This design comes from an exercise in tuning for small area on the open sky130 flow, not from production work. Where RTL was checked, it was by simulation tests only, not by an equivalence proof against the original. No activity file was given, so power comes from the tool's default toggle rates.

==> build 56 <==
// parking_meter
module parking_meter(
input		clk,
input		rst,
input		rst1,
input		rst2,
input		add1,
input		add2,
input		add3,
input		add4,
output	[3:0]	val1,
output	[3:0]	val2,
output	[3:0]	val3,
output	[3:0]	val4,
output	[6:0]	led_seg,
output		a1,a2,a3,a4
);
export LEC_CHECK = 0
export CAP_MARGIN = 20
export CORE_MARGIN = 2
export CORE_UTILIZATION = 40
export SLEW_MARGIN = 20
create_clock -name core_clock -period 12.0 [get_ports {clk}]
run.sh (not shown) runs the stock make flow with config.mk's settings and CLKGATE_MAP_FILE= SYNTH_SCRIPT=/design/flow/synth_recipe.tcl, a recipe that flattens the netlist after the stock synthesis.
==> trial 32 (differences from build 56) <==
==> flow/design.v (replaced) <==
module parking_meter(
input		clk,
input		rst,
input		rst1,
input		rst2,
input		add1,
input		add2,
input		add3,
input		add4,
output	[3:0]	val1,
output	[3:0]	val2,
output	[3:0]	val3,
output	[3:0]	val4,
output	[6:0]	led_seg,
output		a1,a2,a3,a4
);
reg [3:0] d0, d1, d2, d3;      
reg [6:0] p;                   
reg       hi_prev;             
reg       se;                  
reg [1:0] sen_num;
reg       en_prev;             
reg       rst_prev;            
reg [3:0] dreg;                
function [3:0] up1 (input [2:0] h);
	up1 = {h[2], h[1] & h[0], h[1] ^ h[0], ~h[2] & ~h[0]};
endfunction
function [3:0] up2 (input [2:0] h);
	up2 = {h[2] | h[1] & h[0], h[1] & ~h[0], ~h[2] & ~h[1], h[2] | h[0] & ~h[1]};
endfunction
function [3:0] up3 (input [2:0] h);
	up3 = {h[2] | h[1], h[0] & ~h[1], h[2] | ~h[1] & ~h[0], ~h[2] & ~(h[1] ^ h[0])};
endfunction
function [3:0] dn1 (input [2:0] h);      
	dn1 = {h[2] | h[1] | h[0], ~h[2] & ~h[1] & ~h[0], h[2] | h[1] & h[0], h[2] | h[1] & ~h[0]};
endfunction
wire key_en = rst2 | rst1 | add4 | add3 | add2 | add1;
wire p99 = p[6] & p[5] & p[1] & p[0];
wire p49 = ~p[6] & p[5] & p[4] & ~p[3] & ~p[2] & ~p[1] & p[0];
wire p0  = ~|p;
wire p1  = ~|p[6:1] & p[0];
wire zd0 = ~|d0, zd1 = ~|d1, zd2 = ~|d2, zd3 = ~|d3;
wire z   = zd0 & zd1 & zd2 & zd3;
wire hi  = |d3 | d2[3] | d2[2] | d2[1] | (d2[0] & d1[3]);
wire dec = ~key_en & p99 & ~z;
wire [2:0] hC = d1[3:1];
wire [3:0] uC1 = up1(hC), uC3 = up3(hC), mC = dn1(hC);
wire decC = dec & zd0;                          
wire mC_sel = add3 | (decC & ~d1[0]);
wire [3:0] nC = add4 ? {1'b0, hC} : mC_sel ? mC : add2 ? uC1 : add1 ? uC3 : {1'b0, hC};
wire c1 = ~add4 & nC[3] & (add3 | add2 | add1);
wire a32 = add3 | add2;
wire [1:0] nB = add4 ? 2'd3 : {a32 & c1, a32 ^ c1};
wire [2:0] hB = d2[3:1];
wire [2:0] tB = d2[0] + nB;                     
wire decB = decC & zd1;
wire [3:0] uB1 = up1(hB), uB2 = up2(hB), dB = dn1(hB);
wire [3:0] sB = (decB & ~d2[0]) ? dB : (tB[2:1] == 1) ? uB1 : (tB[2:1] == 2) ? uB2 : {1'b0, hB};
wire c2 = sB[3] & ~decB;
wire [2:0] hA = d3[3:1];
wire decA = decB & zd2;
wire [3:0] uA1 = up1(hA), dA = dn1(hA);
wire [3:0] dA0 = dn1(d0[3:1]);
wire c3 = c2 & d3[3] & d3[0];
wire [2:0] sA = (decA & ~d3[0]) ? dA[2:0] : (c2 & d3[0]) ? uA1[2:0] : hA;
always @(posedge clk) begin
	if (rst) begin
		{d3, d2, d1, d0} <= 0;
	end else if (rst1) begin
		{d3, d2, d1, d0} <= 16'h0016;
	end else if (rst2) begin
		{d3, d2, d1, d0} <= 16'h0150;
	end else if (c3) begin
		{d3, d2, d1, d0} <= 16'h9999;
	end else begin
		if (dec) d0 <= {d0[0] ? d0[3:1] : dA0[2:0], ~d0[0]};
		d1 <= {nC[2:0], d1[0] ^ decC};
		d2 <= {sB[2:0], d2[0] ^ (decB | nB[0])};
		d3 <= {sA, d3[0] ^ (decA | c2)};
	end
end
wire [6:0] pinc = {p[6] ^ &p[5:0], p[5] ^ &p[4:0], p[4] ^ &p[3:0], p[3] ^ &p[2:0],
                   p[2] ^ &p[1:0], p[1] ^ p[0], ~p[0]};
always @(posedge clk) begin
	if (rst | key_en | p99) p <= 0;
	else p <= pinc;
end
always @(posedge clk) begin
	if (rst) hi_prev <= 0;
	else     hi_prev <= hi;
end
always @(posedge clk) begin
	if (rst)
		se <= 1;
	else if (p0)
		se <= se | hi_prev;
	else if (hi)
		se <= 1;
	else if (z) begin
		if (p99) se <= 0;
		else if (p49) se <= 1;
	end else if (p1)
		se <= ~d0[0];
end
always @(posedge clk) begin
	rst_prev <= rst;
	en_prev <= se;
	if (rst) begin
		sen_num <= 0;
		dreg <= 8;
	end else begin
		sen_num <= {sen_num[1] ^ sen_num[0], ~sen_num[0]};
		if (se)
			dreg <= sen_num[1] ? (sen_num[0] ? d0 : d1) : (sen_num[0] ? d2 : d3);
	end
end
assign a4 = ~rst_prev & ~(en_prev & ~sen_num[1] &  sen_num[0]);
assign a3 = ~rst_prev & ~(en_prev &  sen_num[1] & ~sen_num[0]);
assign a2 = ~rst_prev & ~(en_prev &  sen_num[1] &  sen_num[0]);
assign a1 = ~rst_prev & ~(en_prev & ~sen_num[1] & ~sen_num[0]);
assign val1 = d0;
assign val2 = d1;
assign val3 = d2;
assign val4 = d3;
wire [3:0] q = dreg;
wire i3 = ~q[3] & ~q[2] & ~q[1];
assign led_seg[0] = i3 | q[2] & q[1] & q[0];
assign led_seg[1] = ~q[3] & ~q[2] & (q[1] | q[0]) | q[1] & q[0];
assign led_seg[2] = q[0] | q[2] & ~q[1];
assign led_seg[3] = i3 & q[0] | q[2] & ~q[1] & ~q[0] | q[2] & q[1] & q[0];
assign led_seg[4] = ~q[2] & q[1] & ~q[0];
assign led_seg[5] = q[2] & (q[1] ^ q[0]);
assign led_seg[6] = i3 & q[0] | q[2] & ~q[1] & ~q[0];
endmodule
==> flow/flow/run.sh (new file) <==
#!/bin/bash
# Standard ORFS layout with three changes:
#  - synthesis is the standard synthesis except that abc maps the logic
#    with an area-oriented script (flow/area.abc); registers are untouched;
#  - the port buffers are the smallest buffer;
#  - CTS inserts no dummy loads and uses small clock buffers.
set -euo pipefail
cd "$(dirname "$0")/.."
W=$PWD
{
  echo "proc abc {args} {"
  echo "  set i [lsearch -exact \$args -script]"
  echo "  if {\$i >= 0} { lset args [expr {\$i + 1}] $W/flow/area.abc }"
  echo "  yosys abc {*}\$args"
  echo "}"
  cat synth_recipe.tcl
} > area_synth.tcl
sed "s#SYNTH_SCRIPT=[^ ]*#SYNTH_SCRIPT=$W/area_synth.tcl#" standard.sh > area_standard.sh
grep -q "SYNTH_SCRIPT=$W/area_synth.tcl" area_standard.sh
export BUFFER_PORTS_ARGS="-buffer_cell sky130_fd_sc_hd__buf_1"
export CTS_ARGS="-sink_clustering_enable -repair_clock_nets -dont_use_dummy_load -buf_list sky130_fd_sc_hd__clkbuf_4 -root_buf sky130_fd_sc_hd__clkbuf_4"
bash area_standard.sh > standard.log 2>&1
==> flow/flow/area.abc (new file) <==
strash
&get -n
&deepsyn -I 4 -J 50
&put
dch -f
map -a
topo
==> flow/standard.sh (new file) <==
#!/bin/bash
# synth_recipe.tcl (not shown) runs the flow's synth.tcl, then flattens the netlist and writes it again
# the make line also repeats each setting of config.mk as NAME=value (left out here)
make -C /OpenROAD-flow-scripts/flow DESIGN_CONFIG=/design/flow/config.mk WORK_HOME=/design/flow/orfs CLKGATE_MAP_FILE= SYNTH_SCRIPT=/design/flow/synth_recipe.tcl "${@:-finish}"
removed: flow/run.sh
==> comparison table <==
quantity	build 56	trial 32
Run status	complete, no violations	complete, no violations
Maximum vdd ir drop	0.00006518 V	0.00005205 V
Final non-clock buffer share	0.1147	0.05916
Share of the core filled with cells	0.4832	0.4597
Pwr dens	91.28 nW/µm²	95.68 nW/µm²
Synth Cell Area	2570 µm²	1924 µm²
Sequential fraction of the synthesis area	0.2571	0.3433
Final hold slack	0.5052 ns	0.3880 ns
Longest individual stage delay on the worst path	0.84 ns	0.32 ns
Maximum operating frequency	196.9 MHz	145.5 MHz
Arithmetic-cell share of the synthesized area counting full adders, half adders and majority gates	0.08763	0.1170
Required time worst endpoint	12.17 ns	12.22 ns
Instance count along the most critical hold path	1	0
Core Footprint	6277 µm²	4692 µm²
Worst reg-to-reg setup slack	9.00 ns	7.11 ns
Destination of the worst hold path	p[0]$_SDFF_PP0_	en_prev$_DFF_P_
Proportion of cell area occupied by registers	0.2178	0.3063
Number of iterations in the first detailed-routing pass	5	4
Capturing instance or port of the critical path	d1[1]$_SDFFE_PP0P_	d3[2]$_SDFFE_PP0P_
Initial standard-cell utilization of the core	0.4094	0.4101
Pre-CTS setup slack	6.672 ns	4.872 ns
The RTL of trial 32 was laid out without a check of its function.

* * *

==> job 5759 <==
Another version of the RTL of parking_meter (not shown whole).
==> flow/design.v (excerpt) <==
module parking_meter(
input		clk,	 
input		rst,
input		rst1,
input		rst2,
input		add1,
input		add2,
input		add3,
input		add4,
output	[3:0]	val1,		 
output	[3:0]	val2,        
output	[3:0]	val3,        
output	[3:0]	val4,        
output	reg[6:0]	led_seg,	 
output			a1,a2,a3,a4
    );
parameter idle  = 2'b00,low_180_s = 2'b01,grater_180 = 2'b10;	
reg		[1:0]	state;	
reg	[13:0]		time_counter;
reg	[6:0]		time_1s;
wire	key_en = rst2 | rst1 | add4 | add3 | add2 |add1;
always@(posedge clk )
begin
if(rst)
	begin
	state <= idle;
	end
else if(time_counter ==0)
	state <= idle;
else if(time_counter<180)
	state <= low_180_s;
else
	state <= grater_180;
end
always@(posedge clk )	
begin
if(rst)
	begin
	time_counter <= 14'd0;
	time_1s <= 0;
	end
else if(key_en)
	begin
		time_1s <= 0;
		if(rst1)
			time_counter <= 16;
		else if(rst2)
			time_counter <= 150;
		else if(add4)
			begin
			if(time_counter <= 14'd9699)
				time_counter <= time_counter + 300;
			else	
				time_counter <= 9999;
			end
		else if(add3)
			begin
			if(time_counter <= 14'd9819)
				time_counter <= time_counter + 180;
			else	
				time_counter <= 9999;
			end
		else if(add2)
			begin
			if(time_counter <= 14'd9879)
				time_counter <= time_counter + 120;
			else	
				time_counter <= 9999;
			end
		else if(add1)
			begin
			if(time_counter <= 14'd9939)
				time_counter <= time_counter + 60;
			else	
				time_counter <= 9999;
			end
	end
else 
	begin
	if(time_1s == 99)
		begin
		time_1s <=0;
		if(time_counter !=0)
			time_counter <= time_counter - 1;
		else
			time_counter <= 0;
		end
	else
		time_1s <= time_1s + 1;
	end
end
reg				seg_disp_en;	
always@(posedge clk )
begin
if(rst)
	seg_disp_en <= 1;
else if(state == idle)
	begin
	if(time_1s == 99)
		begin
		seg_disp_en <= 0;
		end
	else if(time_1s == 49)
		begin
		seg_disp_en <= 1;
		end
	end
else if(state == low_180_s)
	begin
	if(time_1s == 1)
		begin
		if(time_counter[0])
			seg_disp_en <= 0;
		else
			seg_disp_en <= 1;
		end
	end
else if(state == grater_180)
	begin
	seg_disp_en <= 1;
	end
end
wire [3:0]ones 		;
wire [3:0]tens 	    ;
wire [3:0]hundreds  ;
wire [3:0]thousands ;
  ...
==> module parking_meter, before the edit <==
module parking_meter(
input		clk,	 
input		rst,
input		rst1,
input		rst2,
input		add1,
input		add2,
input		add3,
input		add4,
output	[3:0]	val1,		 
output	[3:0]	val2,        
output	[3:0]	val3,        
output	[3:0]	val4,        
output	reg[6:0]	led_seg,	 
output			a1,a2,a3,a4
    );
parameter idle  = 2'b00,low_180_s = 2'b01,grater_180 = 2'b10;	
reg		[1:0]	state;	
reg	[13:0]		time_counter;
reg	[6:0]		time_1s;
wire	key_en = rst2 | rst1 | add4 | add3 | add2 |add1;
always@(posedge clk )
begin
if(rst)
	begin
	state <= idle;
	end
else if(time_counter ==0)
	state <= idle;
else if(time_counter<180)
	state <= low_180_s;
else
	state <= grater_180;
end
always@(posedge clk )	
begin
if(rst)
	begin
	time_counter <= 14'd0;
	time_1s <= 0;
	end
else if(key_en)
	begin
		time_1s <= 0;
		if(rst1)
			time_counter <= 16;
		else if(rst2)
			time_counter <= 150;
		else if(add4)
			begin
			if(time_counter <= 14'd9699)
				time_counter <= time_counter + 300;
			else	
				time_counter <= 9999;
			end
		else if(add3)
			begin
			if(time_counter <= 14'd9819)
				time_counter <= time_counter + 180;
			else	
				time_counter <= 9999;
			end
		else if(add2)
			begin
			if(time_counter <= 14'd9879)
				time_counter <= time_counter + 120;
			else	
				time_counter <= 9999;
			end
		else if(add1)
			begin
			if(time_counter <= 14'd9939)
				time_counter <= time_counter + 60;
			else	
				time_counter <= 9999;
			end
	end
else 
	begin
	if(time_1s == 99)
		begin
		time_1s <=0;
		if(time_counter !=0)
			time_counter <= time_counter - 1;
		else
			time_counter <= 0;
		end
	else
		time_1s <= time_1s + 1;
	end
end
reg				seg_disp_en;	
always@(posedge clk )
begin
if(rst)
	seg_disp_en <= 1;
else if(state == idle)
	begin
	if(time_1s == 99)
		begin
		seg_disp_en <= 0;
		end
	else if(time_1s == 49)
		begin
		seg_disp_en <= 1;
		end
	end
else if(state == low_180_s)
	begin
	if(time_1s == 1)
		begin
		if(time_counter[0])
			seg_disp_en <= 0;
		else
			seg_disp_en <= 1;
		end
	end
else if(state == grater_180)
	begin
	seg_disp_en <= 1;
	end
end
wire [3:0]ones 		;
wire [3:0]tens 	    ;
wire [3:0]hundreds  ;
wire [3:0]thousands ;
assign ones 	=  time_counter% 10;
assign tens 	= (time_counter/ 10) % 10;
assign hundreds = (time_counter/ 100) % 10;
assign thousands= (time_counter/ 1000) % 10;	
assign val1=ones 	  ;
assign val2=tens 	  ;
assign val3=hundreds  ;
assign val4=thousands ;
reg	[1:0]	sen_num;
reg	[3:0]	an;
always@(posedge clk )
begin
if(rst)
	begin
	sen_num <= 0;
	an <= 4'b0;
	led_seg <= 7'b0;
	end
else
begin
sen_num <= sen_num + 1;
if(seg_disp_en)
	begin
	case(sen_num)
		0:
			begin
			an <= 4'b0111;
			led_seg <= seg(thousands);
			end
		1:
			begin
			an <= 4'b1011;
			led_seg <= seg(hundreds);
			end
		2:
			begin
			an <= 4'b1101;
			led_seg <= seg(tens);
			end
		3:
			begin
			an <= 4'b1110;
			led_seg <= seg(ones);
			end
	endcase
	end
else
	begin
	an <= 4'hf;
	end
end
end
assign {a4,a3,a2,a1} = an;
    function [6:0] seg (input [3:0] digit);
    begin
        case (digit)
            1: seg = 7'b1001111;
            2: seg = 7'b0010010;
            3: seg = 7'b0000110;
            4: seg = 7'b1001100;
            5: seg = 7'b0100100;
            6: seg = 7'b0100000;
            7: seg = 7'b0001111;
            8: seg = 7'b0000000;
            9: seg = 7'b0000100;
            default: seg = 7'b0000001; 
        endcase
    end 
    endfunction	
endmodule
clock: 12.0 ns
lec_check: 0
cap_margin: 20
core_margin: 2
core_utilization: 40
slew_margin: 20
Stock flow here: none of the scripts above is used.
==> job 1274 (differences from job 5759) <==
==> flow/design.v (replaced) <==
module parking_meter(
input		clk,
input		rst,
input		rst1,
input		rst2,
input		add1,
input		add2,
input		add3,
input		add4,
output	[3:0]	val1,
output	[3:0]	val2,
output	[3:0]	val3,
output	[3:0]	val4,
output	[6:0]	led_seg,
output		a1,a2,a3,a4
);
reg [3:0] d0, d1, d2, d3;      
reg [6:0] p;                   
reg       hi_prev;             
reg       se;                  
reg [1:0] sen_num;
reg       en_prev;             
reg       rst_prev;            
reg [3:0] dreg;                
wire key_en = rst2 | rst1 | add4 | add3 | add2 | add1;
wire tick = (p == 7'd99);
wire z  = (d3 == 0) && (d2 == 0) && (d1 == 0) && (d0 == 0);
wire hi = (d3 != 0) || (d2 > 1) || (d2 == 1 && d1 >= 8);
reg [3:0] kt, kh;
always @* begin
	if (add4)      begin kt = 0; kh = 3; end
	else if (add3) begin kt = 8; kh = 1; end
	else if (add2) begin kt = 2; kh = 1; end
	else           begin kt = 6; kh = 0; end
end
wire [4:0] s1 = d1 + kt;
wire       c1 = s1 >= 10;
wire [3:0] n1 = c1 ? s1 - 10 : s1;
wire [4:0] s2 = d2 + kh + c1;
wire       c2 = s2 >= 10;
wire [3:0] n2 = c2 ? s2 - 10 : s2;
wire       c3 = c2 && (d3 == 9);
wire [3:0] n3 = c2 ? d3 + 1 : d3;
wire b0 = (d0 == 0);
wire b1 = b0 && (d1 == 0);
wire b2 = b1 && (d2 == 0);
wire [3:0] m0 = b0 ? 4'd9 : d0 - 1;
wire [3:0] m1 = b0 ? (d1 == 0 ? 4'd9 : d1 - 1) : d1;
wire [3:0] m2 = b1 ? (d2 == 0 ? 4'd9 : d2 - 1) : d2;
wire [3:0] m3 = b2 ? d3 - 1 : d3;
always @(posedge clk) begin
	if (rst) begin
		{d3, d2, d1, d0} <= 0;
		p <= 0;
	end else if (key_en) begin
		p <= 0;
		if (rst1)      {d3, d2, d1, d0} <= 16'h0016;
		else if (rst2) {d3, d2, d1, d0} <= 16'h0150;
		else if (c3)   {d3, d2, d1, d0} <= 16'h9999;
		else           {d3, d2, d1} <= {n3, n2, n1};
	end else if (tick) begin
		p <= 0;
		if (!z) {d3, d2, d1, d0} <= {m3, m2, m1, m0};
	end else
		p <= p + 1;
end
always @(posedge clk) begin
	if (rst) hi_prev <= 0;
	else     hi_prev <= hi;
end
always @(posedge clk) begin
	if (rst)
		se <= 1;
	else if (p == 0)
		se <= se | hi_prev;
	else if (hi)
		se <= 1;
	else if (z) begin
		if (tick) se <= 0;
		else if (p == 49) se <= 1;
	end else if (p == 1)
		se <= ~d0[0];
end
always @(posedge clk) begin
	rst_prev <= rst;
	en_prev <= se;
	if (rst) begin
		sen_num <= 0;
		dreg <= 8;
	end else begin
		sen_num <= sen_num + 1;
		if (se)
			case (sen_num)
				0: dreg <= d3;
				1: dreg <= d2;
				2: dreg <= d1;
				3: dreg <= d0;
			endcase
	end
end
wire [1:0] sp = sen_num - 1;
assign a4 = !rst_prev && !(en_prev && sp == 0);
assign a3 = !rst_prev && !(en_prev && sp == 1);
assign a2 = !rst_prev && !(en_prev && sp == 2);
assign a1 = !rst_prev && !(en_prev && sp == 3);
assign val1 = d0;
assign val2 = d1;
assign val3 = d2;
assign val4 = d3;
reg [6:0] sg;
always @* begin
	case (dreg)
		1: sg = 7'b1001111;
		2: sg = 7'b0010010;
		3: sg = 7'b0000110;
		4: sg = 7'b1001100;
		5: sg = 7'b0100100;
		6: sg = 7'b0100000;
		7: sg = 7'b0001111;
		8: sg = 7'b0000000;
		9: sg = 7'b0000100;
		default: sg = 7'b0000001;
	endcase
end
assign led_seg = sg;
endmodule
==> comparison table <==
| metric | job 5759 | job 1274 |
|---|---|---|
| Run status | complete, no violations | complete, no violations |
| Mapped Nets | 1795 | 381 |
| Yosys cell types | 114 | 62 |
| R2R cell count | 35 | 13 |
| FFs & Latches | 37 | 40 |
| Critical Path RT | 9600 ps | 12190 ps |
| Setup crit start kind | register | primary input |
| Simple-gate share of the synthesized area | 30.55% | 23.69% |
| Multi-input gate share of the layout cell area | 79.83% | 55.22% |
| Non-clock buffer total of the final layout | 119 | 36 |
| Fraction of area in registers | 5.789% | 24.37% |
| Max Freq | 0.08629 GHz | 0.1364 GHz |
| Multiplexer share of the synthesized area | 3.029% | 2.893% |
| Met3 routed WL | 3202 um | 468 um |
| Total leakage power | 4.791 nW | 1.221 nW |
| Met3 capacity usage during global routing | 3.496% | 4.171% |
| Power Dens Cells | 155.7 mW/mm^2 | 104.9 mW/mm^2 |
| Wire length of the first global-routing pass | 68250 um | 12310 um |
| Pin count of the biggest net entering global routing | 51 | 25 |
| Worst slew slack as a fraction of its limit | 33.15% | 38.59% |
| Max Fanout on Critical Path | 14 | 8 |
| Initial detailed-routing violation count | 1307 | 236 |
| FF/Latch Area | 743.2 sq um | 800.8 sq um |
| Final cell count without fillers | 2126 | 457 |
| Path length in cells of the critical path | 34 | 15 |
| Post-synthesis compound-gate area fraction | 41.10% | 22.78% |

[what the ideal ports hide]
No port has a modelled driver above. Below, the same layouts with a new extraction and two added sets of constraints.
Step 1, drivers: a clkbuf_16 drives clk and a buf_2 each remaining input, both assumed.
Step 2, shift: input delay + t, output delay - t, t = (earliest + latest rising clock arrival at the registers) / 2. This alone moves slack from input paths to output paths.
Three values: ideal ports, drivers, drivers and shift; two values: the first two.
run | t, ns | setup slack, ns | cell pins on the clock port's net
build 56 | 0.311 | 6.920 / 6.927 / 6.616 | 1
trial 32 | 0.348 | 5.128 / 5.132 / 4.784 | 1
job 5759 | 0.337 | 0.411 / 0.370 / 0.707 | 1
job 1274 | 0.322 | 4.671 / 4.674 / 4.352 | 1
After both steps setup and hold are still met in every run listed. The setup slack of trial 32, which loses most, moves by +0.004 ns with the drivers and by -0.344 ns with both steps.
